From an optimization exercise on the open Yosys and OpenROAD flow, aimed at small area; shortcuts taken in it are not production practice. Only simulation tests tie the RTL to the original design; equivalence was not proved. Power and IR drop assume default switching activity.

==> flow/design.v <==
`timescale 1ns/1ns
module ov5640_sccb(
    input                   sysclk      ,    
    input                   rst_n       ,
    input                   run         ,    
    input                   tbit        ,    
    output      [ 4:0]      sel         ,
    output                  nxt         ,
    output reg  [ 7:0]      rd_data     ,
    output reg              cmos_sclk   ,
    input                   cmos_sdat_in ,
    output                  cmos_sdat_out,
    output                  cmos_sdat_oe
);
reg         [1:0]           byt ;
reg         [3:0]           bc ;
reg                         h   ;
wire        tail    = bc[3] & (bc[2] | bc[1] | bc[0]);    
wire        ack     = bc[3] & ~(bc[2] | bc[1] | bc[0]);   
assign sel = {byt, bc[2:0]};
assign nxt = byt[1] & byt[0] & (bc == 4'd10);
always @(posedge sysclk or negedge rst_n) begin
    if (rst_n == 1'b0) begin
        byt <= 2'd3;
        bc <= 4'd11;
        h   <= 1'b0;
    end else if (run == 1'b1) begin
        if (tail) begin
            {byt, bc} <= {byt, bc} + 6'd1;
            h          <= (bc == 4'd14);
        end else begin
            h <= ~h;
            if (h) begin
                if (ack && byt != 2'd3) begin
                    byt <= byt + 2'd1;
                    bc <= 4'd0;
                end else begin
                    bc <= bc + 4'd1;
                end
            end
        end
    end
end
assign cmos_sdat_out = tail ? ~(bc[0] & (bc[1] ~^ bc[2])) : tbit;
assign cmos_sdat_oe  = ~ack;
always @(negedge sysclk or negedge rst_n) begin
    if (rst_n == 1'b0)
        cmos_sclk <= 1'b1;
    else
        cmos_sclk <= ~h;
end
always @(posedge sysclk or negedge rst_n) begin
    if (rst_n == 1'b0)
        rd_data <= 8'd0;
    else if (ack && !h)
        rd_data <= {rd_data[6:0], cmos_sdat_in};
end
endmodule
`timescale 1ns/1ns
module ov5640_cfg(
    input                   sysclk          ,
    input                   rst_n           ,
    output                  cmos_sclk       ,
    input                   cmos_sdat_in    ,
    output                  cmos_sdat_out   ,
    output                  cmos_sdat_oe    ,
    output                  cfg_done        ,
    output      [7:0]       rd_data
);
localparam          CFG_REG_NUM =   304 ;
reg     [ 8:0]      addr    ;    
wire    [ 4:0]      sel     ;    
wire                nxt     ;    
wire                tbit    ;
assign cfg_done = addr[8] & addr[5] & addr[4];
always @(posedge sysclk or negedge rst_n) begin
    if (rst_n == 1'b0)
        addr <= 9'd0;
    else if (nxt == 1'b1)
        addr <= addr + 9'd1;
end
ov5640_sccb u_ov5640_sccb(
    .sysclk         ( sysclk        ),
    .rst_n          ( rst_n         ),
    .run            ( ~cfg_done     ),
    .tbit           ( tbit          ),
    .sel            ( sel           ),
    .nxt            ( nxt           ),
    .rd_data        ( rd_data       ),
    .cmos_sclk      ( cmos_sclk     ),
    .cmos_sdat_in   ( cmos_sdat_in  ),
    .cmos_sdat_out  ( cmos_sdat_out ),
    .cmos_sdat_oe   ( cmos_sdat_oe  )
);
reg     [23:0]      w;
wire    [31:0]      word = {8'h78, w};
assign tbit = word[~sel];
always @(*) begin
    case (addr)
    9'd0  : w = {16'h3103, 8'h11};
    9'd1  : w = {16'h3008, 8'h82};
    9'd2  : w = {16'h3008, 8'h42};
    9'd3  : w = {16'h3103, 8'h03};
    9'd4  : w = {16'h3017, 8'hff};
    9'd5  : w = {16'h3018, 8'hff};
    9'd6  : w = {16'h3034, 8'h1a};
    9'd7  : w = {16'h3037, 8'h13};
    9'd8  : w = {16'h3108, 8'h01};
    9'd9  : w = {16'h3630, 8'h36};
    9'd10 : w = {16'h3631, 8'h0e};
    9'd11 : w = {16'h3632, 8'he2};
    9'd12 : w = {16'h3633, 8'h12};
    9'd13 : w = {16'h3621, 8'he0};
    9'd14 : w = {16'h3704, 8'ha0};
    9'd15 : w = {16'h3703, 8'h5a};
    9'd16 : w = {16'h3715, 8'h78};
    9'd17 : w = {16'h3717, 8'h01};
    9'd18 : w = {16'h370b, 8'h60};
    9'd19 : w = {16'h3705, 8'h1a};
    9'd20 : w = {16'h3905, 8'h02};
    9'd21 : w = {16'h3906, 8'h10};
    9'd22 : w = {16'h3901, 8'h0a};
    9'd23 : w = {16'h3731, 8'h12};
    9'd24 : w = {16'h3600, 8'h08};
    9'd25 : w = {16'h3601, 8'h33};
    9'd26 : w = {16'h302d, 8'h60};
    9'd27 : w = {16'h3620, 8'h52};
    9'd28 : w = {16'h371b, 8'h20};
    9'd29 : w = {16'h471c, 8'h50};
    9'd30 : w = {16'h3a13, 8'h43};
    9'd31 : w = {16'h3a18, 8'h00};
    9'd32 : w = {16'h3a19, 8'hf8};
    9'd33 : w = {16'h3635, 8'h13};
    9'd34 : w = {16'h3636, 8'h03};
    9'd35 : w = {16'h3634, 8'h40};
    9'd36 : w = {16'h3622, 8'h01};
    9'd37 : w = {16'h3c01, 8'h34};
    9'd38 : w = {16'h3c04, 8'h28};
    9'd39 : w = {16'h3c05, 8'h98};
    9'd40 : w = {16'h3c06, 8'h00};
    9'd41 : w = {16'h3c07, 8'h08};
    9'd42 : w = {16'h3c08, 8'h00};
    9'd43 : w = {16'h3c09, 8'h1c};
    9'd44 : w = {16'h3c0a, 8'h9c};
    9'd45 : w = {16'h3c0b, 8'h40};
    9'd46 : w = {16'h3810, 8'h00};
    9'd47 : w = {16'h3811, 8'h10};
    9'd48 : w = {16'h3812, 8'h00};
    9'd49 : w = {16'h3708, 8'h64};
    9'd50 : w = {16'h4001, 8'h02};
    9'd51 : w = {16'h4005, 8'h1a};
    9'd52 : w = {16'h3000, 8'h00};
    9'd53 : w = {16'h3004, 8'hff};
    9'd54 : w = {16'h300e, 8'h58};
    9'd55 : w = {16'h302e, 8'h00};
    9'd56 : w = {16'h4300, 8'h61};
    9'd57 : w = {16'h501f, 8'h01};
    9'd58 : w = {16'h440e, 8'h00};
    9'd59 : w = {16'h5000, 8'ha7};
    9'd60 : w = {16'h3a0f, 8'h30};
    9'd61 : w = {16'h3a10, 8'h28};
    9'd62 : w = {16'h3a1b, 8'h30};
    9'd63 : w = {16'h3a1e, 8'h26};
    9'd64 : w = {16'h3a11, 8'h60};
    9'd65 : w = {16'h3a1f, 8'h14};
    9'd66 : w = {16'h5800, 8'h23};
    9'd67 : w = {16'h5801, 8'h14};
    9'd68 : w = {16'h5802, 8'h0f};
    9'd69 : w = {16'h5803, 8'h0f};
    9'd70 : w = {16'h5804, 8'h12};
    9'd71 : w = {16'h5805, 8'h26};
    9'd72 : w = {16'h5806, 8'h0c};
    9'd73 : w = {16'h5807, 8'h08};
    9'd74 : w = {16'h5808, 8'h05};
    9'd75 : w = {16'h5809, 8'h05};
    9'd76 : w = {16'h580a, 8'h08};
    9'd77 : w = {16'h580b, 8'h0d};
    9'd78 : w = {16'h580c, 8'h08};
    9'd79 : w = {16'h580d, 8'h03};
    9'd80 : w = {16'h580e, 8'h00};
    9'd81 : w = {16'h580f, 8'h00};
    9'd82 : w = {16'h5810, 8'h03};
    9'd83 : w = {16'h5811, 8'h09};
    9'd84 : w = {16'h5812, 8'h07};
    9'd85 : w = {16'h5813, 8'h03};
    9'd86 : w = {16'h5814, 8'h00};
    9'd87 : w = {16'h5815, 8'h01};
    9'd88 : w = {16'h5816, 8'h03};
    9'd89 : w = {16'h5817, 8'h08};
    9'd90 : w = {16'h5818, 8'h0d};
    9'd91 : w = {16'h5819, 8'h08};
    9'd92 : w = {16'h581a, 8'h05};
    9'd93 : w = {16'h581b, 8'h06};
    9'd94 : w = {16'h581c, 8'h08};
    9'd95 : w = {16'h581d, 8'h0e};
    9'd96 : w = {16'h581e, 8'h29};
    9'd97 : w = {16'h581f, 8'h17};
    9'd98 : w = {16'h5820, 8'h11};
    9'd99 : w = {16'h5821, 8'h11};
    9'd100: w = {16'h5822, 8'h15};
    9'd101: w = {16'h5823, 8'h28};
    9'd102: w = {16'h5824, 8'h46};
    9'd103: w = {16'h5825, 8'h26};
    9'd104: w = {16'h5826, 8'h08};
    9'd105: w = {16'h5827, 8'h26};
    9'd106: w = {16'h5828, 8'h64};
    9'd107: w = {16'h5829, 8'h26};
    9'd108: w = {16'h582a, 8'h24};
    9'd109: w = {16'h582b, 8'h22};
    9'd110: w = {16'h582c, 8'h24};
    9'd111: w = {16'h582d, 8'h24};
    9'd112: w = {16'h582e, 8'h06};
    9'd113: w = {16'h582f, 8'h22};
    9'd114: w = {16'h5830, 8'h40};
    9'd115: w = {16'h5831, 8'h42};
    9'd116: w = {16'h5832, 8'h24};
    9'd117: w = {16'h5833, 8'h26};
    9'd118: w = {16'h5834, 8'h24};
    9'd119: w = {16'h5835, 8'h22};
    9'd120: w = {16'h5836, 8'h22};
    9'd121: w = {16'h5837, 8'h26};
    9'd122: w = {16'h5838, 8'h44};
    9'd123: w = {16'h5839, 8'h24};
    9'd124: w = {16'h583a, 8'h26};
    9'd125: w = {16'h583b, 8'h28};
    9'd126: w = {16'h583c, 8'h42};
    9'd127: w = {16'h583d, 8'hce};
    9'd128: w = {16'h5180, 8'hff};
    9'd129: w = {16'h5181, 8'hf2};
    9'd130: w = {16'h5182, 8'h00};
    9'd131: w = {16'h5183, 8'h14};
    9'd132: w = {16'h5184, 8'h25};
    9'd133: w = {16'h5185, 8'h24};
    9'd134: w = {16'h5186, 8'h09};
    9'd135: w = {16'h5187, 8'h09};
    9'd136: w = {16'h5188, 8'h09};
    9'd137: w = {16'h5189, 8'h75};
    9'd138: w = {16'h518a, 8'h54};
    9'd139: w = {16'h518b, 8'he0};
    9'd140: w = {16'h518c, 8'hb2};
    9'd141: w = {16'h518d, 8'h42};
    9'd142: w = {16'h518e, 8'h3d};
    9'd143: w = {16'h518f, 8'h56};
    9'd144: w = {16'h5190, 8'h46};
    9'd145: w = {16'h5191, 8'hf8};
    9'd146: w = {16'h5192, 8'h04};
    9'd147: w = {16'h5193, 8'h70};
    9'd148: w = {16'h5194, 8'hf0};
    9'd149: w = {16'h5195, 8'hf0};
    9'd150: w = {16'h5196, 8'h03};
    9'd151: w = {16'h5197, 8'h01};
    9'd152: w = {16'h5198, 8'h04};
    9'd153: w = {16'h5199, 8'h12};
    9'd154: w = {16'h519a, 8'h04};
    9'd155: w = {16'h519b, 8'h00};
    9'd156: w = {16'h519c, 8'h06};
    9'd157: w = {16'h519d, 8'h82};
    9'd158: w = {16'h519e, 8'h38};
    9'd159: w = {16'h5480, 8'h01};
    9'd160: w = {16'h5481, 8'h08};
    9'd161: w = {16'h5482, 8'h14};
    9'd162: w = {16'h5483, 8'h28};
    9'd163: w = {16'h5484, 8'h51};
    9'd164: w = {16'h5485, 8'h65};
    9'd165: w = {16'h5486, 8'h71};
    9'd166: w = {16'h5487, 8'h7d};
    9'd167: w = {16'h5488, 8'h87};
    9'd168: w = {16'h5489, 8'h91};
    9'd169: w = {16'h548a, 8'h9a};
    9'd170: w = {16'h548b, 8'haa};
    9'd171: w = {16'h548c, 8'hb8};
    9'd172: w = {16'h548d, 8'hcd};
    9'd173: w = {16'h548e, 8'hdd};
    9'd174: w = {16'h548f, 8'hea};
    9'd175: w = {16'h5490, 8'h1d};
    9'd176: w = {16'h5381, 8'h1e};
    9'd177: w = {16'h5382, 8'h5b};
    9'd178: w = {16'h5383, 8'h08};
    9'd179: w = {16'h5384, 8'h0a};
    9'd180: w = {16'h5385, 8'h7e};
    9'd181: w = {16'h5386, 8'h88};
    9'd182: w = {16'h5387, 8'h7c};
    9'd183: w = {16'h5388, 8'h6c};
    9'd184: w = {16'h5389, 8'h10};
    9'd185: w = {16'h538a, 8'h01};
    9'd186: w = {16'h538b, 8'h98};
    9'd187: w = {16'h5580, 8'h06};
    9'd188: w = {16'h5583, 8'h40};
    9'd189: w = {16'h5584, 8'h10};
    9'd190: w = {16'h5589, 8'h10};
    9'd191: w = {16'h558a, 8'h00};
    9'd192: w = {16'h558b, 8'hf8};
    9'd193: w = {16'h501d, 8'h40};
    9'd194: w = {16'h5300, 8'h08};
    9'd195: w = {16'h5301, 8'h30};
    9'd196: w = {16'h5302, 8'h10};
    9'd197: w = {16'h5303, 8'h00};
    9'd198: w = {16'h5304, 8'h08};
    9'd199: w = {16'h5305, 8'h30};
    9'd200: w = {16'h5306, 8'h08};
    9'd201: w = {16'h5307, 8'h16};
    9'd202: w = {16'h5309, 8'h08};
    9'd203: w = {16'h530a, 8'h30};
    9'd204: w = {16'h530b, 8'h04};
    9'd205: w = {16'h530c, 8'h06};
    9'd206: w = {16'h5025, 8'h00};
    9'd207: w = {16'h3008, 8'h02};
    9'd208: w = {16'h3035, 8'h11};
    9'd209: w = {16'h3036, 8'h46};
    9'd210: w = {16'h3c07, 8'h08};
    9'd211: w = {16'h3820, 8'h41};
    9'd212: w = {16'h3821, 8'h07};
    9'd213: w = {16'h3814, 8'h31};
    9'd214: w = {16'h3815, 8'h31};
    9'd215: w = {16'h3800, 8'h00};
    9'd216: w = {16'h3801, 8'h00};
    9'd217: w = {16'h3802, 8'h00};
    9'd218: w = {16'h3803, 8'h04};
    9'd219: w = {16'h3804, 8'h0a};
    9'd220: w = {16'h3805, 8'h3f};
    9'd221: w = {16'h3806, 8'h07};
    9'd222: w = {16'h3807, 8'h9b};
    9'd223: w = {16'h3808, 8'h03};
    9'd224: w = {16'h3809, 8'h20};
    9'd225: w = {16'h380a, 8'h02};
    9'd226: w = {16'h380b, 8'h58};
    9'd227: w = {16'h380c, 8'h07};
    9'd228: w = {16'h380d, 8'h68};
    9'd229: w = {16'h380e, 8'h03};
    9'd230: w = {16'h380f, 8'hd8};
    9'd231: w = {16'h3813, 8'h06};
    9'd232: w = {16'h3618, 8'h00};
    9'd233: w = {16'h3612, 8'h29};
    9'd234: w = {16'h3709, 8'h52};
    9'd235: w = {16'h370c, 8'h03};
    9'd236: w = {16'h3a02, 8'h17};
    9'd237: w = {16'h3a03, 8'h10};
    9'd238: w = {16'h3a14, 8'h17};
    9'd239: w = {16'h3a15, 8'h10};
    9'd240: w = {16'h4004, 8'h02};
    9'd241: w = {16'h3002, 8'h1c};
    9'd242: w = {16'h3006, 8'hc3};
    9'd243: w = {16'h4713, 8'h03};
    9'd244: w = {16'h4407, 8'h04};
    9'd245: w = {16'h460b, 8'h35};
    9'd246: w = {16'h460c, 8'h22};
    9'd247: w = {16'h4837, 8'h22};
    9'd248: w = {16'h3824, 8'h02};
    9'd249: w = {16'h5001, 8'ha3};
    9'd250: w = {16'h3503, 8'h00};
    9'd251: w = {16'h3035, 8'h21};
    9'd252: w = {16'h3036, 8'h69};
    9'd253: w = {16'h3c07, 8'h07};
    9'd254: w = {16'h3820, 8'h47};
    9'd255: w = {16'h3821, 8'h07};
    9'd256: w = {16'h3814, 8'h31};
    9'd257: w = {16'h3815, 8'h31};
    9'd258: w = {16'h3800, 8'h00};
    9'd259: w = {16'h3801, 8'h00};
    9'd260: w = {16'h3802, 8'h00};
    9'd261: w = {16'h3803, 8'hfa};
    9'd262: w = {16'h3804, 8'h0a};
    9'd263: w = {16'h3805, 8'h3f};
    9'd264: w = {16'h3806, 8'h06};
    9'd265: w = {16'h3807, 8'ha9};
    9'd266: w = {16'h3808, 8'h04};
    9'd267: w = {16'h3809, 8'h00};
    9'd268: w = {16'h380a, 8'h02};
    9'd269: w = {16'h380b, 8'hd0};
    9'd270: w = {16'h380c, 8'h07};
    9'd271: w = {16'h380d, 8'h64};
    9'd272: w = {16'h380e, 8'h02};
    9'd273: w = {16'h380f, 8'he4};
    9'd274: w = {16'h3813, 8'h04};
    9'd275: w = {16'h3618, 8'h00};
    9'd276: w = {16'h3612, 8'h29};
    9'd277: w = {16'h3709, 8'h52};
    9'd278: w = {16'h370c, 8'h03};
    9'd279: w = {16'h3a02, 8'h02};
    9'd280: w = {16'h3a03, 8'he0};
    9'd281: w = {16'h3a08, 8'h00};
    9'd282: w = {16'h3a09, 8'h6f};
    9'd283: w = {16'h3a0a, 8'h00};
    9'd284: w = {16'h3a0b, 8'h5c};
    9'd285: w = {16'h3a0e, 8'h06};
    9'd286: w = {16'h3a0d, 8'h08};
    9'd287: w = {16'h3a14, 8'h02};
    9'd288: w = {16'h3a15, 8'he0};
    9'd289: w = {16'h4004, 8'h02};
    9'd290: w = {16'h3002, 8'h1c};
    9'd291: w = {16'h3006, 8'hc3};
    9'd292: w = {16'h4713, 8'h03};
    9'd293: w = {16'h4407, 8'h04};
    9'd294: w = {16'h460b, 8'h37};
    9'd295: w = {16'h460c, 8'h20};
    9'd296: w = {16'h4837, 8'h16};
    9'd297: w = {16'h3824, 8'h04};
    9'd298: w = {16'h5001, 8'h83};
    9'd299: w = {16'h3503, 8'h00};
    9'd300: w = {16'h3016, 8'h02};
    9'd301: w = {16'h3b07, 8'h0a};
    9'd302: w = {16'h3b00, 8'h83};
    9'd303: w = {16'h3b00, 8'h00};
    default: w = 24'bx;
    endcase
end
endmodule
==> flow/config.mk <==
export PLATFORM = sky130hd
export DESIGN_NAME = ov5640_cfg
export DESIGN_NICKNAME = ov5640_cfg
export VERILOG_FILES = /design/flow/design.v
export SDC_FILE = /design/flow/constraint.sdc
export NUM_CORES = 4
export LEC_CHECK = 0
export CAP_MARGIN = 20
export CORE_MARGIN = 2
export CORE_UTILIZATION = 25
export PLACE_DENSITY = 0.45
export SLEW_MARGIN = 20
export SYNTH_MEMORY_MAX_BITS = 65536
==> flow/standard.sh <==
#!/bin/bash
# synth_recipe.tcl (not shown) runs the flow's synth.tcl, then flattens the netlist and writes it again
# the make line also repeats each setting of config.mk as NAME=value (left out here)
make -C /OpenROAD-flow-scripts/flow DESIGN_CONFIG=/design/flow/config.mk WORK_HOME=/design/flow/orfs CLKGATE_MAP_FILE= SYNTH_SCRIPT=/design/flow/synth_recipe.tcl "${@:-finish}"
==> flow/flow/run.sh <==
#!/bin/bash
# Own flow: the standard layout, except that synthesis maps the logic with an
# area-oriented ABC script (flow/area.abc) instead of ORFS's speed script. Everything
# else in synthesis (and so every register, its name and cell) is the standard one.
set -euo pipefail
W=$(pwd)
# ORFS's synth.tcl with the ABC script swapped after synth_preamble.tcl has set abc_args
sed "s#^source \$::env(SCRIPTS_DIR)/synth_preamble.tcl#&\nset abc_args [lreplace \$abc_args 1 1 $W/flow/area.abc]#" \
  "$FLOW_HOME/scripts/synth.tcl" > "$W/synth_area.tcl"
grep -q "flow/area.abc" "$W/synth_area.tcl"
# The standard flow's synthesis script, sourcing the modified synth.tcl
sed "s#source \$::env(SCRIPTS_DIR)/synth.tcl#source $W/synth_area.tcl#" \
  "$W/synth_recipe.tcl" > "$W/synth_recipe_area.tcl"
grep -q "synth_area.tcl" "$W/synth_recipe_area.tcl"
bash standard.sh synth SYNTH_SCRIPT="$W/synth_recipe_area.tcl" > "$W/synth.log" 2>&1
grep -q "flow/area.abc" "$W"/orfs/logs/*/ov5640_cfg/base/1_2_yosys.log
bash standard.sh > "$W/layout.log" 2>&1
==> flow/constraint.sdc <==
create_clock -name core_clock -period 10.0 [get_ports {sysclk}]
set_input_delay 2.0000 -clock core_clock [delete_from_list [all_inputs] [get_ports {sysclk}]]
set_output_delay 2.0000 -clock core_clock [all_outputs]
set_load 0.01 [all_outputs]
==> flow/flow/area.abc <==
strash
&get -n
&deepsyn -T 120
&put
dch -f
map -a
strash
dch -f
map -a
topo
==> PnR_summary.wiki, run 1 <==
{| class="wikitable"
! Metric !! Value
|-
| Number of pins with negative max-slew slack in the final report || 0
|-
| Starting density of the core || 0.255
|-
| Buffers inserted during post-CTS setup optimization || 0
|-
| RSZ-0062 raised after global routing || no
|-
| Final non-filler cell area || a little over 6000 um2
|-
| Critical path arrival || 6.35 ns
|-
| Clock latency on the worst-skew pair || roughly 0.33 ns
|-
| Global-route usage over all layers || 0.422
|-
| CP Data Required Time || 8.00 ns
|-
| Maximum cell stage delay along the critical path || approximately 0.52 ns
|-
| Pin count of the biggest net entering global routing || 37
|-
| Combined area of the multi-input logic cells || between 4000 and 5000 um2
|-
| Type of the worst min-delay path || reg2reg
|-
| Power density over the cells || around 33 nW/um2
|-
| Worst-path cell chain || clkdlybuf4s50_1
|-
| Outcome || finished clean
|-
| Last weighted congestion value of the routability-driven placer || between 1 and 1.5
|-
| Total detailed-routing wirelength || roughly 47 mm
|-
| Horizontal die dimension || ~150 um
|-
| Relative slew margins || 0.184
|-
| Clock tree skew after final layout || 0.0686 ns
|-
| Number of hold buffers added after cts || 0
|-
| Measured slew at the worst slew-check pin || between 1 and 1.5 ns
|-
| Number of DRC violations after detailed-routing iteration 0 || 1,735
|-
| Total number of vias || roughly 8,600
|-
| Global-route wire length before repair || roughly 65 mm
|-
| Sum of net half-perimeters after detailed placement || ~35 mm
|-
| Ratio of cells with drive above 1 in the final layout || 0.0620
|-
| Clock Sinks || 25
|-
| Final-layout fill cell count || between 2,000 and 2,500
|-
| Crit Path Class || reg2out
|-
| Pre-Repair DR Iteration Count || 8
|-
| Routed via count divided by cell count || about 7.0
|-
| Port buffer count || 14
|-
| Proportion of synthesized chip area in sequential cells || 0.123
|-
| Flip-flop cell with the highest count after synthesis || sky130_fd_sc_hd__dfrtp_1
|-
| DRC Markers || 0
|-
| EDFF count, synth || 0
|-
| Share of flip-flops with an asynchronous set or reset after synthesis || 1.00
|-
| Height of the die || about 150 um
|-
| Post-synthesis average cell area || a little under 6 um2
|-
| Flip-flop and latch count after synthesis || 25
|-
| Share of the core filled with cells || 0.300
|-
| Kind of start point of the critical path || register
|-
| Synthesized instance count || just under 900
|-
| Maximum buffer depth of the clock tree || 2
|-
| Clock tree from TritonCTS || done
|-
| Syn nets || a little over 900
|-
| Vias in the first global route || approximately 8,100
|-
| DIE AREA || about 22,000 um2
|-
| Number of instances resized during post-cts repair || 0
|-
| Number of antenna violations at the first check in global routing || 2
|-
| Final nets || ~990
|-
| CP delay by family, top || buffers and inverters
|-
| Warnings, synthesis || 2
|-
| Number of endpoints failing setup at the final stage || 0
|-
| Netlist Area Pre-Place || about 5200 um2
|-
| H-tree levels || 1
|-
| Most frequent standard cell in the layout excluding fill and tap cells || sky130_fd_sc_hd__nor2_1
|-
| Clock root buffer master || sky130_fd_sc_hd__clkbuf_16
|-
| Most frequent cells in the layout || sky130_fd_sc_hd__nor2_1, sky130_fd_sc_hd__clkinv_1, sky130_fd_sc_hd__nand2_1
|-
| WHS || between 0.5 and 0.6 ns
|-
| Remaining Overflow, GRT || 0
|-
| Register Area || approximately 630 um2
|-
| Number of max-capacitance violations reported || 0
|-
| Final hold violations || 0
|-
| Cell at the slowest stage of the critical path || sky130_fd_sc_hd__clkdlybuf4s50_1
|-
| TNS Setup || 0 ns
|-
| Crit. End Element || output pin
|-
| Worst IR Drop VDD || about 0.058 mV
|-
| Distinct cell type count of the synthesized netlist || 35
|-
| Maximum fanout encountered on the critical timing path || 1
|-
| Antenna Nets Post-Route || 0
|-
| Leak pwr || 2.18 nW
|-
| Syn-to-layout area delta || 17.6%
|-
| Detailed-route wire length per cell || between 30 and 40 um
|-
| Clock slew at reported path FFs || 0.07 ns
|-
| Buffers plus inverters on the worst setup path || 1
|-
| Area after detailed placement || about 6000 um2
|-
| Top Ports || 15
|-
| CTS buffer count || 3
|-
| Placeable core region || between 20,000 and 25,000 um2
|-
| Row count || 52
|}
-- cell type report --
| type | instances | share of cell area |
|---|---|---|
| timing repair buffer | 59 | 0.0788 |
| multi-input combinational | 745 | 0.673 |
| antenna | 2 | 0.000826 |
| sequential | 25 | 0.104 |
| tap | 270 | 0.0557 |
| clock inverter | 2 | 0.00206 |
| inverter | 118 | 0.0731 |
| clock buffer | 3 | 0.0124 |
-- routing by layer --
| metal | vias up | part of all wire | GRT usage |
|---|---|---|---|
| li1 | 3394 | - | - |
| met1 | 3992 | 0.37 | 0.530 |
| met2 | 925 | 0.38 | 0.590 |
| met3 | 296 | 0.16 | 0.171 |
| met4 | 0 | 0.094 | 0.280 |
| met5 | - | 0 | 0 |
-- flip-flops by register name, indices dropped and copies added, names as in the netlist --
register / count
u_ov5640_sccb.h: 1
addr: 9
u_ov5640_sccb.rd_data: 8
u_ov5640_sccb.cmos_sclk: 1
u_ov5640_sccb.byt: 2
u_ov5640_sccb.bc: 4
-- Yosys cell counts, drive strengths merged, types with 8 or more instances --
| master | number | share of area |
|---|---|---|
| a21oi | 79 | 0.077 |
| nand4 | 11 | 0.013 |
| a211oi | 9 | 0.013 |
| o221ai | 9 | 0.015 |
| o2111ai | 18 | 0.031 |
| nor4 | 10 | 0.012 |
| a31oi | 24 | 0.029 |
| o311ai | 8 | 0.014 |
| ha | 33 | 0.080 |
| o211ai | 10 | 0.015 |
| nor3 | 45 | 0.044 |
| nand2 | 96 | 0.070 |
| dfrtp | 19 | 0.092 |
| clkinv | 119 | 0.087 |
| o22ai | 13 | 0.016 |
| o21ai | 84 | 0.082 |
| a221oi | 9 | 0.015 |
| nor2 | 198 | 0.14 |
| nand3 | 37 | 0.036 |
| a2111oi | 8 | 0.014 |
-- stage by stage --
| stage | instances | setup slack, ns | power [mW] |
|---|---|---|---|
| global route | 1222 | 1.61 | 0.211 |
| detailed placement | 1218 | 1.99 | 0.110 |
| finish | 1224 | 1.65 | 0.201 |
| floorplan | 889 | 2.48 | 0.106 |
| global placement | 1218 | 1.99 | 0.110 |
| CTS | 1222 | 1.64 | 0.205 |
-- worst paths after layout --
| path | startpoint | end | slack, ns | cells past startpoint |
|---|---|---|---|---|
| max in group asynchronous | rst_n | u_ov5640_sccb.cmos_sclk | 2.66 | 2 |
| min in group asynchronous | rst_n | u_ov5640_sccb.h | 2.10 | 2 |
| worst max register to register | u_ov5640_sccb.h | u_ov5640_sccb.cmos_sclk | 4.46 | 1 |
| worst max-delay path | u_ov5640_sccb.cmos_sclk | cmos_sclk | 1.65 | 1 |
| worst min-delay path | u_ov5640_sccb.rd_data[3] | u_ov5640_sccb.rd_data[4] | 0.51 | 2 |
| worst min register to register | u_ov5640_sccb.rd_data[3] | u_ov5640_sccb.rd_data[4] | 0.51 | 2 |
-- where the power goes --
part / internal (mW) / switching [mW] / leakage (nW)
Sequential: 0.102 / 0.000255 / 0.309
Combinational: 0.00180 / 0.00273 / 1.83
Clock: 0.0555 / 0.0394 / 0.0427
Total: 0.159 / 0.0424 / 2.18
-- cell families (layout without fill, tap and decap cells) --
family                     count (synthesis)  after routing  synth area share
other                                      0              2                 0
adders and majority gates                 33             33            0.0801
xor gates and xnor gates                   6              6            0.0102
and+or+nand+nor                          400            400             0.323
AOI/OAI and AO/OA                        306            306             0.377
buffers and inverters                    119            182            0.0867
DFF                                       25             25             0.123
==> run 2, diff against run 1 <==
==> flow/run.sh (new file) <==
#!/bin/bash
# synth_recipe.tcl (not shown) runs the flow's synth.tcl, then flattens the netlist and writes it again
# the make line also repeats each setting of config.mk as NAME=value (left out here)
make -C /OpenROAD-flow-scripts/flow DESIGN_CONFIG=/design/flow/config.mk WORK_HOME=/design/flow/orfs CLKGATE_MAP_FILE= SYNTH_SCRIPT=/design/flow/synth_recipe.tcl finish
--- a/flow/config.mk
+++ b/flow/config.mk
@@ -7,2 +7,3 @@
 export LEC_CHECK = 0
+export ABC_AREA = 1
 export CAP_MARGIN = 20
removed: flow/flow/run.sh
removed: flow/flow/area.abc
removed: flow/standard.sh
==> run 2 against run 1 <==
- clock power shrank 0.5%
- die area is 23% higher
- non-clock buffer count fell by 26
- combinational power rose by 13%
- clock skew is 0.0085 ns higher
- first-iteration DRC count shrank 13%
- count of clock-buffer cells in the layout unchanged
- area after synthesis is 23% higher
- synthesized cell count increased by 39%
- critical path depth unchanged
- worst hold slack worse by 0.022 ns
==> PnR_summary.wiki, run 2 <==
{| class="wikitable"
! Metric !! Value
|-
| Outcome || finished clean (unchanged)
|-
| Maximum cell stage delay along the critical path || 0.52 ns (about the same)
|-
| Routed via count divided by cell count || 6.07 (was 7.03)
|-
| Buffers plus inverters on the worst setup path || 1 (unchanged)
|-
| Largest register by flop count || addr (unchanged)
|-
| Relative slew margins || 0.417 (was 0.184)
|-
| Final hold violations || 0 (unchanged)
|-
| Number of hold buffers added after cts || 0 (unchanged)
|-
| Type of the worst min-delay path || reg2reg (unchanged)
|-
| Most frequent standard cell in the layout excluding fill and tap cells || sky130_fd_sc_hd__nand2_1 (was sky130_fd_sc_hd__nor2_1)
|-
| Number of pins with negative max-slew slack in the final report || 0 (unchanged)
|-
| Most frequent cells in the layout || sky130_fd_sc_hd__nand2_1, sky130_fd_sc_hd__nand3_1, sky130_fd_sc_hd__nor2_1 (was sky130_fd_sc_hd__nor2_1, sky130_fd_sc_hd__clkinv_1, sky130_fd_sc_hd__nand2_1)
|-
| Synthesized instance count || 1,235 (was 889)
|-
| WHS || 0.488 ns (was 0.510 ns)
|-
| DRC Markers || 0 (unchanged)
|-
| Number of max-capacitance violations reported || 0 (unchanged)
|-
| Global-route wire length before repair || 63.3 mm (was 64.5 mm)
|-
| Port buffer count || 14 (unchanged)
|-
| Combinational share of power || 0.025 (was 0.023)
|-
| Placeable core region || 25,100 um2 (was 20,200 um2)
|-
| Internal power || 0.160 mW (was 0.159 mW)
|-
| Leading registers by flop count || addr: 9 flops, u_ov5640_sccb.rd_data: 8 flops, u_ov5640_sccb.bc: 4 flops (unchanged)
|-
| Starting density of the core || 0.253 (was 0.255)
|-
| Critical R2R Capture || u_ov5640_sccb.cmos_sclk (unchanged)
|-
| Crit Path Class || reg2out (unchanged)
|-
| Number of endpoints failing setup at the final stage || 0 (unchanged)
|-
| Minimum setup slack among reg-to-reg paths || 4.54 ns (was 4.46 ns)
|-
| Clock slew at reported path FFs || 0.07 ns (about the same)
|-
| CTS buffer count || 3 (unchanged)
|-
| Measured slew at the worst slew-check pin || 0.872 ns (was 1.21 ns)
|-
| RSZ-0062 raised after global routing || no (unchanged)
|-
| Vias in the first global route || 8,511 (was 8,078)
|-
| Row count || 58 (was 52)
|-
| Antenna Nets Post-Route || 0 (unchanged)
|-
| Crit. End Element || output pin (unchanged)
|-
| Share of flip-flops with an asynchronous set or reset after synthesis || 1.00 (unchanged)
|-
| Top Ports || 15 (unchanged)
|-
| Sum of net half-perimeters after detailed placement || 32.0 mm (was 35.2 mm)
|-
| Antenna diode instance count || 0 (was 2)
|-
| Pin count of the biggest net entering global routing || 57 (was 37)
|-
| Detailed-route wire length per cell || 29.2 um (was 38.4 um)
|-
| Depth of the most critical reg-to-reg path || 1 (unchanged)
|-
| Worst IR Drop VDD || 0.0741 mV (was 0.0578 mV)
|-
| Critical path endpoint || cmos_sclk (unchanged)
|-
| Worst R2R Start || u_ov5640_sccb.h (unchanged)
|-
| Net switching fraction of the power || 0.208 (was 0.211)
|-
| Buffers inserted during post-CTS setup optimization || 0 (unchanged)
|-
| CP startpoint || u_ov5640_sccb.cmos_sclk (unchanged)
|-
| Clock root buffer master || sky130_fd_sc_hd__clkbuf_16 (unchanged)
|-
| Power density over the cells || 29.9 nW/um2 (was 33.2 nW/um2)
|-
| Warnings, synthesis || 2 (unchanged)
|-
| Clock latency on the worst-skew pair || 0.34 ns (was 0.33 ns)
|-
| Proportion of synthesized chip area in sequential cells || 0.0995 (was 0.123)
|-
| Top cell type by total area after synthesis || sky130_fd_sc_hd__nand2_1 (was sky130_fd_sc_hd__nor2_1)
|-
| H-tree levels || 1 (unchanged)
|-
| Sum of internal, switching and leakage power || 0.202 mW (was 0.201 mW)
|-
| Maximum fanout encountered on the critical timing path || 1 (unchanged)
|-
| Global-route usage over all layers || 0.331 (was 0.422)
|-
| List of most frequent post-synthesis cells || sky130_fd_sc_hd__nand2_1, sky130_fd_sc_hd__nand3_1, sky130_fd_sc_hd__nor2_1 (was sky130_fd_sc_hd__nor2_1, sky130_fd_sc_hd__clkinv_1, sky130_fd_sc_hd__nand2_1)
|-
| Leak pwr || 3.61 nW (was 2.18 nW)
|-
| Kind of start point of the critical path || register (unchanged)
|-
| Post-synthesis average cell area || 5.15 um2 (was 5.80 um2)
|-
| Clock tree from TritonCTS || done (unchanged)
|-
| CP delay by family, top || buffers and inverters (unchanged)
|-
| Stages on worst setup path || 1 (unchanged)
|-
| Height of the die || 164 um (was 148 um)
|-
| Last weighted congestion value of the routability-driven placer || 1.04 (was 1.13)
|-
| Top-area cell type share of the netlist area || 0.290 (was 0.144)
|-
| Horizontal die dimension || 164 um (was 148 um)
|-
| Cell at the slowest stage of the critical path || sky130_fd_sc_hd__clkdlybuf4s50_1 (unchanged)
|-
| Number of antenna violations at the first check in global routing || 0 (was 2)
|-
| Final nets || 1,238 (was 989)
|-
| Distinct cell type count of the synthesized netlist || 42 (was 35)
|-
| Syn-to-layout area delta || 5.96% (was 17.6%)
|-
| Share of the core filled with cells || 0.268 (was 0.300)
|-
| Clock tree skew after final layout || 0.0771 ns (was 0.0686 ns)
|-
| Critical path arrival || 6.36 ns (was 6.35 ns)
|-
| Netlist Area Pre-Place || 6360 um2 (was 5150 um2)
|-
| Clock Sinks || 25 (unchanged)
|-
| Number of instances resized during post-cts repair || 0 (unchanged)
|-
| Remaining Overflow, GRT || 0 (unchanged)
|-
| Flip-flop and latch count after synthesis || 25 (unchanged)
|-
| Proportion of power drawn by flip-flops and latches || 0.507 (was 0.506)
|-
| Flip-flop cell with the highest count after synthesis || sky130_fd_sc_hd__dfrtp_1 (unchanged)
|-
| CP Data Required Time || 8.00 ns (about the same)
|-
| Number of flip-flops under the largest register name || 9 (unchanged)
|-
| Maximum buffer depth of the clock tree || 2 (unchanged)
|-
| Syn nets || 1,271 (was 925)
|-
| Top post-synthesis cells by area || sky130_fd_sc_hd__nand2_1, sky130_fd_sc_hd__nand3_1, sky130_fd_sc_hd__dfrtp_1 (was sky130_fd_sc_hd__nor2_1, sky130_fd_sc_hd__dfrtp_1, sky130_fd_sc_hd__clkinv_1)
|-
| Total number of vias || 9,288 (was 8,607)
|-
| Pre-Repair DR Iteration Count || 9 (was 8)
|-
| Number of DRC violations after detailed-routing iteration 0 || 1,501 (was 1,735)
|-
| Total detailed-routing wirelength || 44.7 mm (was 47.0 mm)
|-
| DIE AREA || 26,700 um2 (was 21,800 um2)
|-
| Switching Power || 0.0419 mW (was 0.0424 mW)
|-
| Ratio of cells with drive above 1 in the final layout || 0.0566 (was 0.0620)
|-
| Worst-path cell chain || clkdlybuf4s50_1 (unchanged)
|-
| Clk network pwr share || 0.468 (was 0.471)
|-
| Most repeated cell in the gate-level netlist after synthesis || sky130_fd_sc_hd__nand2_1 (was sky130_fd_sc_hd__nor2_1)
|-
| TNS Setup || 0 ns (unchanged)
|-
| EDFF count, synth || 0 (unchanged)
|}
-- run 2: changes by cell type in the layout (fill, tap and decap cells not counted), sizes merged, moves of 26 or more --
cell	before	now
inv	0	91
nor3	45	11
nand3	37	170
buf	45	19
nor2	198	107
clkinv	120	1
nand2	96	500
-- run 2: how the worst min path moves through the flow --
stage                                        start                       end  cells past startpoint
after floorplan                    u_ov5640_sccb.h           u_ov5640_sccb.h                      2
after global placement    u_ov5640_sccb.rd_data[7]  u_ov5640_sccb.rd_data[7]                      2
final                     u_ov5640_sccb.rd_data[7]  u_ov5640_sccb.rd_data[7]                      2
after global routing      u_ov5640_sccb.rd_data[0]  u_ov5640_sccb.rd_data[0]                      2
after detailed placement  u_ov5640_sccb.rd_data[7]  u_ov5640_sccb.rd_data[7]                      2
after CTS                 u_ov5640_sccb.rd_data[7]  u_ov5640_sccb.rd_data[7]                      2
-- run 2: metrics by stage --
stage	instance area, um2	setup slack, ns	cells
4_1_cts	6740	1.64	1531
6_report	6740	1.64	1531
2_1_floorplan	6360	2.48	1235
3_3_place_gp	6660	1.98	1527
3_5_place_dp	6660	1.99	1527
5_1_grt	6740	1.59	1531
-- run 2: layout make-up --
| type | instances | area (um2) |
|---|---|---|
| flip-flops and latches | 25 | 639 |
| fillers | 3049 | 18400 |
| clock buffers | 3 | 75.1 |
| multi-input cells | 1048 | 4980 |
| clock inverters | 2 | 12.5 |
| repair buffers | 33 | 283 |
| well taps | 330 | 413 |
| inverters | 90 | 338 |
-- run 2: metal layers --
layer  routed length [um]  share of wire  GRT usage  up-vias
li1                     -              -          -     3974
met1                17700           0.39      0.446     4341
met2                18400           0.41      0.484      795
met3                 5870           0.13     0.0851      178
met4                 2820          0.063      0.169        0
met5                    0              0          0        -
-- run 2: kinds of logic after synthesis --
family / share of synthesized area
and+or+nand+nor: 0.532
xor gates and xnor gates: 0.0110
adders and majority gates: 0.0649
buffers and inverters: 0.118
AOI/OAI and AO/OA: 0.175
DFF: 0.0995
-- run 2: power groups by stage --
stage                     clock network [mW]  registers [mW]  logic, mW
after global routing                   0.103           0.102    0.00593
after global placement               0.00125           0.104    0.00533
after floorplan                      0.00125           0.104   0.000523
after CTS                             0.0974           0.102    0.00540
final                                 0.0944           0.102    0.00512
after detailed placement             0.00125           0.104    0.00538
==> run 3, diff against run 2 <==
--- a/flow/design.v
+++ b/flow/design.v
@@ -15,25 +15,29 @@
 reg         [1:0]           byt ;
-reg         [3:0]           bc ;
+reg         [3:0]           bc  ;
 reg                         h   ;
+reg                         sdat;    
+reg         [1:0]           byt_n;   
+reg         [3:0]           bc_n ;
+reg                         h_n  ;
 wire        tail    = bc[3] & (bc[2] | bc[1] | bc[0]);    
 wire        ack     = bc[3] & ~(bc[2] | bc[1] | bc[0]);   
-assign sel = {byt, bc[2:0]};
+wire        tail_n  = bc_n[3] & (bc_n[2] | bc_n[1] | bc_n[0]);
+assign sel = {byt_n, bc_n[2:0]};
 assign nxt = byt[1] & byt[0] & (bc == 4'd10);
-always @(posedge sysclk or negedge rst_n) begin
-    if (rst_n == 1'b0) begin
-        byt <= 2'd3;
-        bc <= 4'd11;
-        h   <= 1'b0;
-    end else if (run == 1'b1) begin
+always @(*) begin
+    byt_n = byt;
+    bc_n  = bc;
+    h_n   = h;
+    if (run == 1'b1) begin
         if (tail) begin
-            {byt, bc} <= {byt, bc} + 6'd1;
-            h          <= (bc == 4'd14);
+            {byt_n, bc_n} = {byt, bc} + 6'd1;
+            h_n           = (bc == 4'd14);
         end else begin
-            h <= ~h;
+            h_n = ~h;
             if (h) begin
                 if (ack && byt != 2'd3) begin
-                    byt <= byt + 2'd1;
-                    bc <= 4'd0;
+                    byt_n = byt + 2'd1;
+                    bc_n  = 4'd0;
                 end else begin
-                    bc <= bc + 4'd1;
+                    bc_n  = bc + 4'd1;
                 end
@@ -43,3 +47,16 @@
 end
-assign cmos_sdat_out = tail ? ~(bc[0] & (bc[1] ~^ bc[2])) : tbit;
+always @(posedge sysclk or negedge rst_n) begin
+    if (rst_n == 1'b0) begin
+        byt  <= 2'd3;
+        bc   <= 4'd11;
+        h    <= 1'b0;
+        sdat <= 1'b1;
+    end else begin
+        byt  <= byt_n;
+        bc   <= bc_n;
+        h    <= h_n;
+        sdat <= tail_n ? ~(bc_n[0] & (bc_n[1] ~^ bc_n[2])) : tbit;
+    end
+end
+assign cmos_sdat_out = sdat;
 assign cmos_sdat_oe  = ~ack;
==> flow/flow/run.sh (new file) <==
#!/bin/bash
# Own flow: the standard layout, except that synthesis maps the logic with an
# area-oriented ABC script (flow/area.abc) instead of ORFS's speed script. Everything
# else in synthesis (and so every register, its name and cell) is the standard one.
set -euo pipefail
W=$(pwd)
# ORFS's synth.tcl with the ABC script swapped after synth_preamble.tcl has set abc_args
sed "s#^source \$::env(SCRIPTS_DIR)/synth_preamble.tcl#&\nset abc_args [lreplace \$abc_args 1 1 $W/flow/area.abc]#" \
  "$FLOW_HOME/scripts/synth.tcl" > "$W/synth_area.tcl"
grep -q "flow/area.abc" "$W/synth_area.tcl"
# The standard flow's synthesis script, sourcing the modified synth.tcl
sed "s#source \$::env(SCRIPTS_DIR)/synth.tcl#source $W/synth_area.tcl#" \
  "$W/synth_recipe.tcl" > "$W/synth_recipe_area.tcl"
grep -q "synth_area.tcl" "$W/synth_recipe_area.tcl"
bash standard.sh synth SYNTH_SCRIPT="$W/synth_recipe_area.tcl" > "$W/synth.log" 2>&1
grep -q "flow/area.abc" "$W"/orfs/logs/*/ov5640_cfg/base/1_2_yosys.log
bash standard.sh > "$W/layout.log" 2>&1
==> flow/flow/area.abc (new file) <==
strash
&get -n
&deepsyn -T 120
&put
dch -f
map -a
strash
dch -f
map -a
topo
==> flow/standard.sh (new file) <==
#!/bin/bash
# synth_recipe.tcl (not shown) runs the flow's synth.tcl, then flattens the netlist and writes it again
# the make line also repeats each setting of config.mk as NAME=value (left out here)
make -C /OpenROAD-flow-scripts/flow DESIGN_CONFIG=/design/flow/config.mk WORK_HOME=/design/flow/orfs CLKGATE_MAP_FILE= SYNTH_SCRIPT=/design/flow/synth_recipe.tcl "${@:-finish}"
--- a/flow/config.mk
+++ b/flow/config.mk
@@ -7,3 +7,2 @@
 export LEC_CHECK = 0
-export ABC_AREA = 1
 export CAP_MARGIN = 20
@@ -11,2 +10,4 @@
 export CORE_UTILIZATION = 25
+export CTS_BUF_LIST = sky130_fd_sc_hd__clkbuf_8
+export GPL_TIMING_DRIVEN = 0
 export PLACE_DENSITY = 0.45
removed: flow/run.sh
==> run 3 against run 2 <==
- via count is 9.6% lower
- die area is 18% lower
- area after synthesis is 19% lower
- critical path depth stayed put
- worst hold slack better by 0.026 ns
- still clean on timing, DRC and antenna
==> PnR_summary.wiki, run 3 <==
{| class="wikitable"
! Metric !! Value
|-
| Sum of net half-perimeters after detailed placement || 33.0 mm (was 32.0 mm)
|-
| Ratio of cells with drive above 1 in the final layout || 0.0436 (was 0.0566)
|-
| Share of the core filled with cells || 0.290 (was 0.268)
|-
| Clock slew at reported path FFs || 0.09 ns (was 0.07 ns)
|-
| Clock latency on the worst-skew pair || 0.33 ns (was 0.34 ns)
|-
| Most frequent standard cell in the layout excluding fill and tap cells || sky130_fd_sc_hd__nor2_1 (was sky130_fd_sc_hd__nand2_1)
|-
| Horizontal die dimension || 148 um (was 164 um)
|-
| TNS Setup || 0 ns (unchanged)
|-
| Number of antenna violations at the first check in global routing || 3 (was 0)
|-
| EDFF count, synth || 0 (unchanged)
|-
| Depth of the most critical reg-to-reg path || 14 (was 1)
|-
| Warnings, synthesis || 2 (unchanged)
|-
| Buffers inserted during post-CTS setup optimization || 0 (unchanged)
|-
| Number of hold buffers added after cts || 0 (unchanged)
|-
| Clock tree from TritonCTS || done (unchanged)
|-
| Number of pins with negative max-slew slack in the final report || 0 (unchanged)
|-
| CP delay by family, top || buffers and inverters (unchanged)
|-
| Synthesized instance count || 892 (was 1,235)
|-
| Buffers plus inverters on the worst setup path || 1 (unchanged)
|-
| Worst-path cell chain || clkdlybuf4s50_1 (unchanged)
|-
| Netlist Area Pre-Place || 5170 um2 (was 6360 um2)
|-
| Placeable core region || 20,200 um2 (was 25,100 um2)
|-
| Starting density of the core || 0.255 (was 0.253)
|-
| Global-route wire length before repair || 62.1 mm (was 63.3 mm)
|-
| Worst IR Drop VDD || 0.0394 mV (was 0.0741 mV)
|-
| RSZ-0062 raised after global routing || no (unchanged)
|-
| Number of instances resized during post-cts repair || 0 (unchanged)
|-
| Post-synthesis average cell area || 5.79 um2 (was 5.15 um2)
|-
| Most repeated cell in the gate-level netlist after synthesis || sky130_fd_sc_hd__nor2_1 (was sky130_fd_sc_hd__nand2_1)
|-
| Flip-flop cell with the highest count after synthesis || sky130_fd_sc_hd__dfrtp_1 (unchanged)
|-
| Kind of start point of the critical path || register (unchanged)
|-
| Top cell type by total area after synthesis || sky130_fd_sc_hd__nor2_1 (was sky130_fd_sc_hd__nand2_1)
|-
| Critical R2R Capture || u_ov5640_sccb.sdat (was u_ov5640_sccb.cmos_sclk)
|-
| Largest register by flop count || addr (unchanged)
|-
| Relative slew margins || 0.203 (was 0.417)
|-
| Leak pwr || 1.96 nW (was 3.61 nW)
|-
| Sum of internal, switching and leakage power || 0.174 mW (was 0.202 mW)
|-
| Final hold violations || 0 (unchanged)
|-
| Maximum buffer depth of the clock tree || 2 (unchanged)
|-
| Worst R2R Start || addr[2] (was u_ov5640_sccb.h)
|-
| Crit. End Element || output pin (unchanged)
|-
| Routed via count divided by cell count || 7.06 (was 6.07)
|-
| Final nets || 951 (was 1,238)
|-
| Top post-synthesis cells by area || sky130_fd_sc_hd__nor2_1, sky130_fd_sc_hd__clkinv_1, sky130_fd_sc_hd__dfrtp_1 (was sky130_fd_sc_hd__nand2_1, sky130_fd_sc_hd__nand3_1, sky130_fd_sc_hd__dfrtp_1)
|-
| Proportion of synthesized chip area in sequential cells || 0.128 (was 0.0995)
|-
| Top-area cell type share of the netlist area || 0.119 (was 0.290)
|-
| Total detailed-routing wirelength || 45.1 mm (was 44.7 mm)
|-
| Syn-to-layout area delta || 13.3% (was 5.96%)
|-
| Row count || 52 (was 58)
|-
| H-tree levels || 1 (unchanged)
|-
| Most frequent cells in the layout || sky130_fd_sc_hd__nor2_1, sky130_fd_sc_hd__clkinv_1, sky130_fd_sc_hd__nand2_1 (was sky130_fd_sc_hd__nand2_1, sky130_fd_sc_hd__nand3_1, sky130_fd_sc_hd__nor2_1)
|-
| Type of the worst min-delay path || reg2reg (unchanged)
|-
| Number of instances on the worst hold path || 1 (was 2)
|-
| Minimum setup slack among reg-to-reg paths || 2.55 ns (was 4.54 ns)
|-
| Antenna Nets Post-Route || 0 (unchanged)
|-
| Number of DRC violations after detailed-routing iteration 0 || 1,583 (was 1,501)
|-
| Clock root buffer master || sky130_fd_sc_hd__clkbuf_8 (was sky130_fd_sc_hd__clkbuf_16)
|-
| CTS buffer count || 3 (unchanged)
|-
| Pre-Repair DR Iteration Count || 8 (was 9)
|-
| Share of flip-flops with an asynchronous set or reset after synthesis || 1.00 (unchanged)
|-
| Leading registers by flop count || addr: 9 flops, u_ov5640_sccb.rd_data: 8 flops, u_ov5640_sccb.bc: 4 flops (unchanged)
|-
| Number of max-capacitance violations reported || 0 (unchanged)
|-
| Flip-flop and latch count after synthesis || 26 (was 25)
|-
| Global-route usage over all layers || 0.405 (was 0.331)
|-
| Top Ports || 15 (unchanged)
|-
| Number of flip-flops under the largest register name || 9 (unchanged)
|-
| Vias in the first global route || 7,900 (was 8,511)
|-
| DIE AREA || 21,800 um2 (was 26,700 um2)
|-
| Detailed-route wire length per cell || 37.9 um (was 29.2 um)
|-
| WHS || 0.514 ns (was 0.488 ns)
|-
| Cell at the slowest stage of the critical path || sky130_fd_sc_hd__clkdlybuf4s50_1 (unchanged)
|-
| Port buffer count || 14 (unchanged)
|-
| Syn nets || 925 (was 1,271)
|-
| Power density over the cells || 29.7 nW/um2 (was 29.9 nW/um2)
|-
| Remaining Overflow, GRT || 0 (unchanged)
|-
| CP Data Required Time || 8.00 ns (about the same)
|-
| Measured slew at the worst slew-check pin || 1.20 ns (was 0.872 ns)
|-
| Height of the die || 148 um (was 164 um)
|-
| Maximum cell stage delay along the critical path || 0.52 ns (about the same)
|-
| Outcome || finished clean (unchanged)
|-
| List of most frequent post-synthesis cells || sky130_fd_sc_hd__nor2_1, sky130_fd_sc_hd__clkinv_1, sky130_fd_sc_hd__nand2_1 (was sky130_fd_sc_hd__nand2_1, sky130_fd_sc_hd__nand3_1, sky130_fd_sc_hd__nor2_1)
|-
| Number of endpoints failing setup at the final stage || 0 (unchanged)
|-
| Critical path arrival || 6.35 ns (was 6.36 ns)
|-
| DRC Markers || 0 (unchanged)
|-
| End point of the worst hold path || u_ov5640_sccb.rd_data[7] (unchanged)
|-
| Crit Path Class || reg2out (unchanged)
|-
| Pin count of the biggest net entering global routing || 35 (was 57)
|-
| Clock Sinks || 26 (was 25)
|-
| Total number of vias || 8,393 (was 9,288)
|-
| Launch instance of the worst min-delay path || u_ov5640_sccb.rd_data[7] (unchanged)
|-
| Maximum fanout encountered on the critical timing path || 1 (unchanged)
|-
| Clock tree skew after final layout || 0.0537 ns (was 0.0771 ns)
|-
| Distinct cell type count of the synthesized netlist || 35 (was 42)
|-
| Last weighted congestion value of the routability-driven placer || 1.10 (was 1.04)
|}
[run 3: cell families after synthesis]
kind of cell	synth area share
fa+ha+maj	0.0726
xor+xnor	0.0136
compound gates	0.367
flops	0.128
mux	0.00436
simple gates	0.322
buf+inv	0.0922
[run 3: worst reg2reg max path, delay by kind of cell (launching register included)]
family,cells,cell delay (ns)
simple gates,4,2.47
buf+inv,2,1.93
compound gates,8,1.93
flops,1,1.07
[run 3: layer usage]
metal	vias to the layer above	routed length, um	track usage	part of all wire
li1	3298	-	-	-
met1	3992	16600	0.502	0.37
met2	832	18100	0.589	0.40
met3	269	6130	0.135	0.14
met4	2	4180	0.287	0.093
met5	-	24	0	0.00053
[run 3: stage by stage]
stage / worst slack [ns] / instance area, um2 / instances
6_report: 1.65 / 5860 / 1188
5_1_grt: 1.62 / 5860 / 1187
4_1_cts: 1.64 / 5850 / 1187
3_5_place_dp: 1.99 / 5810 / 1183
3_3_place_gp: -0.0159 / 5650 / 1176
2_1_floorplan: 2.48 / 5170 / 892
[run 3: how the worst max path moves through the flow]
stage	startpoint	end	slack, ns	cells past startpoint
after global routing	u_ov5640_sccb.cmos_sclk	cmos_sclk	1.62	1
after global placement	addr[4]	u_ov5640_sccb.sdat	-0.02	18
final	u_ov5640_sccb.cmos_sclk	cmos_sclk	1.65	1
after CTS	u_ov5640_sccb.cmos_sclk	cmos_sclk	1.64	1
after detailed placement	u_ov5640_sccb.cmos_sclk	cmos_sclk	1.99	1
after floorplan	u_ov5640_sccb.cmos_sclk	cmos_sclk	2.48	0
[run 3: cell type report]
class,instances,area (um2)
clock buffers,3,41.3
well taps,270,338
inverters,126,478
repair buffers,21,249
fillers,2361,14400
flip-flops and latches,26,663
multi-input cells,739,4080
clock inverters,2,8.76
diodes,1,2.50
[run 3: power breakdown]
part / internal [mW] / leakage (nW) / switching [mW] / total (mW)
logic: 0.00139 / 1.62 / 0.00260 / 0.00399
registers: 0.106 / 0.319 / 0.000237 / 0.106
clock network: 0.0285 / 0.0271 / 0.0356 / 0.0642
==> run 4, diff against run 3 <==
--- a/flow/design.v
+++ b/flow/design.v
@@ -30,15 +30,13 @@
     h_n   = h;
-    if (run == 1'b1) begin
-        if (tail) begin
-            {byt_n, bc_n} = {byt, bc} + 6'd1;
-            h_n           = (bc == 4'd14);
-        end else begin
-            h_n = ~h;
-            if (h) begin
-                if (ack && byt != 2'd3) begin
-                    byt_n = byt + 2'd1;
-                    bc_n  = 4'd0;
-                end else begin
-                    bc_n  = bc + 4'd1;
-                end
+    if (tail) begin
+        {byt_n, bc_n} = {byt, bc} + {5'd0, run};
+        h_n           = (bc == 4'd14);
+    end else begin
+        h_n = ~h;
+        if (h) begin
+            if (ack && byt != 2'd3) begin
+                byt_n = byt + 2'd1;
+                bc_n  = 4'd0;
+            end else begin
+                bc_n  = bc + 4'd1;
             end
--- a/flow/flow/run.sh
+++ b/flow/flow/run.sh
@@ -4,2 +4,3 @@
 # else in synthesis (and so every register, its name and cell) is the standard one.
+# Port buffers use sky130_fd_sc_hd__buf_2.
 set -euo pipefail
@@ -16,2 +17,3 @@
 grep -q "flow/area.abc" "$W"/orfs/logs/*/ov5640_cfg/base/1_2_yosys.log
-bash standard.sh > "$W/layout.log" 2>&1
+# ports get the small buf_2 as their buffer instead of clkdlybuf4s50_1
+bash standard.sh finish "BUFFER_PORTS_ARGS=-buffer_cell sky130_fd_sc_hd__buf_2" > "$W/layout.log" 2>&1
--- a/flow/config.mk
+++ b/flow/config.mk
@@ -7,3 +7,3 @@
 export LEC_CHECK = 0
-export CAP_MARGIN = 20
+export CAP_MARGIN = 10
 export CORE_MARGIN = 2
@@ -13,3 +13,3 @@
 export PLACE_DENSITY = 0.45
-export SLEW_MARGIN = 20
+export SLEW_MARGIN = 10
 export SYNTH_MEMORY_MAX_BITS = 65536
==> run 4 against run 3 <==
- highest routed layer is now met4
- sequential power barely moved
- final area fell by 2.5%
- via count fell by 0.61%
- cell count rose by 0.76%
- largest power group unchanged
- die area rose by 1.1%
==> PnR_summary.wiki, run 4 <==
{| class="wikitable"
! Metric !! Value
|-
| Synthesized instance count || 904 (was 892)
|-
| Top cell type by total area after synthesis || sky130_fd_sc_hd__nor2_1 (unchanged)
|-
| Pre-Repair DR Iteration Count || 6 (was 8)
|-
| TNS Setup || 0 ns (unchanged)
|-
| Distinct cell type count of the synthesized netlist || 37 (was 35)
|-
| Clock Sinks || 26 (unchanged)
|-
| Height of the die || 149 um (was 148 um)
|-
| Outcome || finished clean (unchanged)
|-
| Number of flip-flops under the largest register name || 9 (unchanged)
|-
| Worst-path cell chain || buf_2 (was clkdlybuf4s50_1)
|-
| Relative slew margins || 0.129 (was 0.203)
|-
| Global-route wire length before repair || 62.5 mm (was 62.1 mm)
|-
| Most frequent cells in the layout || sky130_fd_sc_hd__nor2_1, sky130_fd_sc_hd__clkinv_1, sky130_fd_sc_hd__a21oi_1 (was sky130_fd_sc_hd__nor2_1, sky130_fd_sc_hd__clkinv_1, sky130_fd_sc_hd__nand2_1)
|-
| Maximum cell stage delay along the critical path || 0.50 ns (was 0.52 ns)
|-
| Type of the worst min-delay path || reg2reg (unchanged)
|-
| Final cell count without fillers || 1,197 (was 1,188)
|-
| Flip-flop cell with the highest count after synthesis || sky130_fd_sc_hd__dfrtp_1 (unchanged)
|-
| Detailed-route wire length per cell || 38.3 um (was 37.9 um)
|-
| Number of hold buffers added after cts || 0 (unchanged)
|-
| Global-route usage over all layers || 0.409 (was 0.405)
|-
| Buffers inserted during post-CTS setup optimization || 0 (unchanged)
|-
| Leak pwr || 1.92 nW (was 1.96 nW)
|-
| Row count || 52 (unchanged)
|-
| Launch instance of the worst min-delay path || u_ov5640_sccb.rd_data[0] (was u_ov5640_sccb.rd_data[7])
|-
| Crit. End Element || output pin (unchanged)
|-
| Cell at the slowest stage of the critical path || sky130_fd_sc_hd__dfstp_2 (was sky130_fd_sc_hd__clkdlybuf4s50_1)
|-
| Final nets || 959 (was 951)
|-
| CP delay by family, top || flip-flops (was buffers and inverters)
|-
| Final-layout fill cell count || 2,464 (was 2,361)
|-
| Leading registers by flop count || addr: 9 flops, u_ov5640_sccb.rd_data: 8 flops, u_ov5640_sccb.bc: 4 flops (unchanged)
|-
| H-tree levels || 1 (unchanged)
|-
| EDFF count, synth || 0 (unchanged)
|-
| Horizontal die dimension || 149 um (was 148 um)
|-
| Number of pins with negative max-slew slack in the final report || 0 (unchanged)
|-
| Total detailed-routing wirelength || 45.9 mm (was 45.1 mm)
|-
| Maximum fanout encountered on the critical timing path || 1 (unchanged)
|-
| Top-area cell type share of the netlist area || 0.161 (was 0.119)
|-
| Share of flip-flops with an asynchronous set or reset after synthesis || 1.00 (unchanged)
|-
| Last weighted congestion value of the routability-driven placer || 1.10 (about the same)
|-
| Antenna Nets Post-Route || 0 (unchanged)
|-
| Critical path arrival || 5.95 ns (was 6.35 ns)
|-
| Final hold violations || 0 (unchanged)
|-
| Number of instances resized during post-cts repair || 0 (unchanged)
|-
| DIE AREA || 22,100 um2 (was 21,800 um2)
|-
| Maximum buffer depth of the clock tree || 2 (unchanged)
|-
| Clock tree skew after final layout || 0.0527 ns (was 0.0537 ns)
|-
| Post-Place Cells || 1,189 (was 1,183)
|-
| RSZ-0062 raised after global routing || no (unchanged)
|-
| Starting density of the core || 0.257 (was 0.255)
|-
| CP Data Required Time || 8.00 ns (about the same)
|-
| Clock root buffer master || sky130_fd_sc_hd__clkbuf_8 (unchanged)
|-
| Syn-to-layout area delta || 9.32% (was 13.3%)
|-
| Number of antenna violations at the first check in global routing || 0 (was 3)
|-
| List of most frequent post-synthesis cells || sky130_fd_sc_hd__nor2_1, sky130_fd_sc_hd__clkinv_1, sky130_fd_sc_hd__a21oi_1 (was sky130_fd_sc_hd__nor2_1, sky130_fd_sc_hd__clkinv_1, sky130_fd_sc_hd__nand2_1)
|-
| Clock slew at reported path FFs || 0.10 ns (was 0.09 ns)
|-
| Worst IR Drop VDD || 0.0377 mV (was 0.0394 mV)
|-
| Syn nets || 939 (was 925)
|-
| Pin count of the biggest net entering global routing || 32 (was 35)
|-
| Top Ports || 15 (unchanged)
|-
| Total number of vias || 8,342 (was 8,393)
|-
| CP startpoint || u_ov5640_sccb.cmos_sclk (unchanged)
|-
| DRC Markers || 0 (unchanged)
|-
| Number of max-capacitance violations reported || 0 (unchanged)
|-
| Clock tree from TritonCTS || done (unchanged)
|-
| Worst R2R Start || addr[4] (was addr[2])
|-
| Buffers plus inverters on the worst setup path || 1 (unchanged)
|-
| Top post-synthesis cells by area || sky130_fd_sc_hd__nor2_1, sky130_fd_sc_hd__clkinv_1, sky130_fd_sc_hd__dfrtp_1 (unchanged)
|-
| CTS buffer count || 3 (unchanged)
|-
| Warnings, synthesis || 2 (unchanged)
|-
| Proportion of synthesized chip area in sequential cells || 0.126 (was 0.128)
|-
| Routed via count divided by cell count || 6.97 (was 7.06)
|-
| Most repeated cell in the gate-level netlist after synthesis || sky130_fd_sc_hd__nor2_1 (unchanged)
|-
| Clock latency on the worst-skew pair || 0.33 ns (about the same)
|-
| Port buffer count || 14 (unchanged)
|-
| Most frequent standard cell in the layout excluding fill and tap cells || sky130_fd_sc_hd__nor2_1 (unchanged)
|-
| Placeable core region || 20,400 um2 (was 20,200 um2)
|-
| Sum of net half-perimeters after detailed placement || 34.2 mm (was 33.0 mm)
|-
| Ratio of cells with drive above 1 in the final layout || 0.0368 (was 0.0436)
|-
| Netlist Area Pre-Place || 5230 um2 (was 5170 um2)
|-
| Power density over the cells || 30.8 nW/um2 (was 29.7 nW/um2)
|-
| Largest register by flop count || addr (unchanged)
|-
| Remaining Overflow, GRT || 0 (unchanged)
|-
| Post-synthesis average cell area || 5.78 um2 (was 5.79 um2)
|-
| Crit Path Class || reg2out (unchanged)
|-
| Kind of start point of the critical path || register (unchanged)
|-
| Vias in the first global route || 7,867 (was 7,900)
|-
| Flip-flop and latch count after synthesis || 26 (unchanged)
|-
| Number of DRC violations after detailed-routing iteration 0 || 1,586 (was 1,583)
|-
| Number of endpoints failing setup at the final stage || 0 (unchanged)
|-
| Measured slew at the worst slew-check pin || 1.30 ns (was 1.20 ns)
|}
-- run 4: changes by cell type in the layout (fill, tap and decap cells not counted), sizes merged, moves of 4 or more --
cell | before | now
buf | 8 | 15
o22ai | 9 | 14
o32ai | 0 | 6
a2111oi | 2 | 11
nand4 | 21 | 14
o2111ai | 19 | 8
clkinv | 128 | 135
nand3 | 64 | 31
clkdlybuf4s50 | 13 | 0
nand2 | 111 | 76
nor4 | 5 | 9
nor3 | 30 | 40
nor2 | 164 | 224
o21ai | 88 | 82
-- run 4: layout make-up --
class	instances	area, um2	area share
clock buffer	3	41.3	0.00723
clock inverter	2	8.76	0.00153
timing repair buffer	15	85.1	0.0149
antenna	4	10.0	0.00175
inverter	133	499	0.0874
multi-input combinational	744	4070	0.712
sequential	26	662	0.116
tap	270	338	0.0591
-- run 4: layer usage --
layer	wire length (um)	track usage
met5	0	0
met4	4800	0.302
met3	6170	0.138
met2	18400	0.600
met1	16600	0.494
-- run 4: final timing paths --
check	slack [ns]	cells past startpoint	endpoint
max	2.05	1	cmos_sclk
min	0.52	2	u_ov5640_sccb.rd_data[1]
max reg2reg	2.18	16	u_ov5640_sccb.sdat
min reg2reg	0.52	2	u_ov5640_sccb.rd_data[1]
max in group asynchronous	2.94	1	u_ov5640_sccb.cmos_sclk
min in group asynchronous	1.71	1	u_ov5640_sccb.rd_data[7]
-- run 4: power by group --
group	internal, mW	leakage (nW)	switching, mW	total, mW
clock network	0.0286	0.0271	0.0379	0.0665
registers	0.106	0.321	0.000241	0.106
logic	0.000780	1.57	0.00262	0.00341
total	0.135	1.92	0.0407	0.176
-- run 4: metrics by stage --
step | instance area, um2 | util | setup slack, ns | hold WS (ns) | power [mW]
5_1_grt | 5700 | 0.280 | 2.02 | 0.558 | 0.183
3_5_place_dp | 5660 | 0.278 | 2.39 | 0.490 | 0.113
6_report | 5710 | 0.280 | 2.05 | 0.516 | 0.176
3_3_place_gp | 5630 | 0.277 | 1.23 | 0.489 | 0.113
4_1_cts | 5700 | 0.280 | 2.03 | 0.515 | 0.180
2_1_floorplan | 5230 | - | 2.48 | 0.518 | 0.110
-- run 4: kinds of logic after synthesis --
| kind of cell | synth area share |
|---|---|
| xor gates and xnor gates | 0.0117 |
| muxes | 0.00623 |
| buffers and inverters | 0.0963 |
| AOI/OAI and AO/OA | 0.371 |
| adders and majority gates | 0.0766 |
| and+or+nand+nor | 0.312 |
| DFF | 0.126 |
-- run 4: tightest hold or removal path: cells and delay by family, from the launching register on --
kind | cells | cell delay, ns
flip-flops | 1 | 0.37
AO/OA/AOI/OAI | 1 | 0.06
AND/OR/NAND/NOR | 1 | 0.05
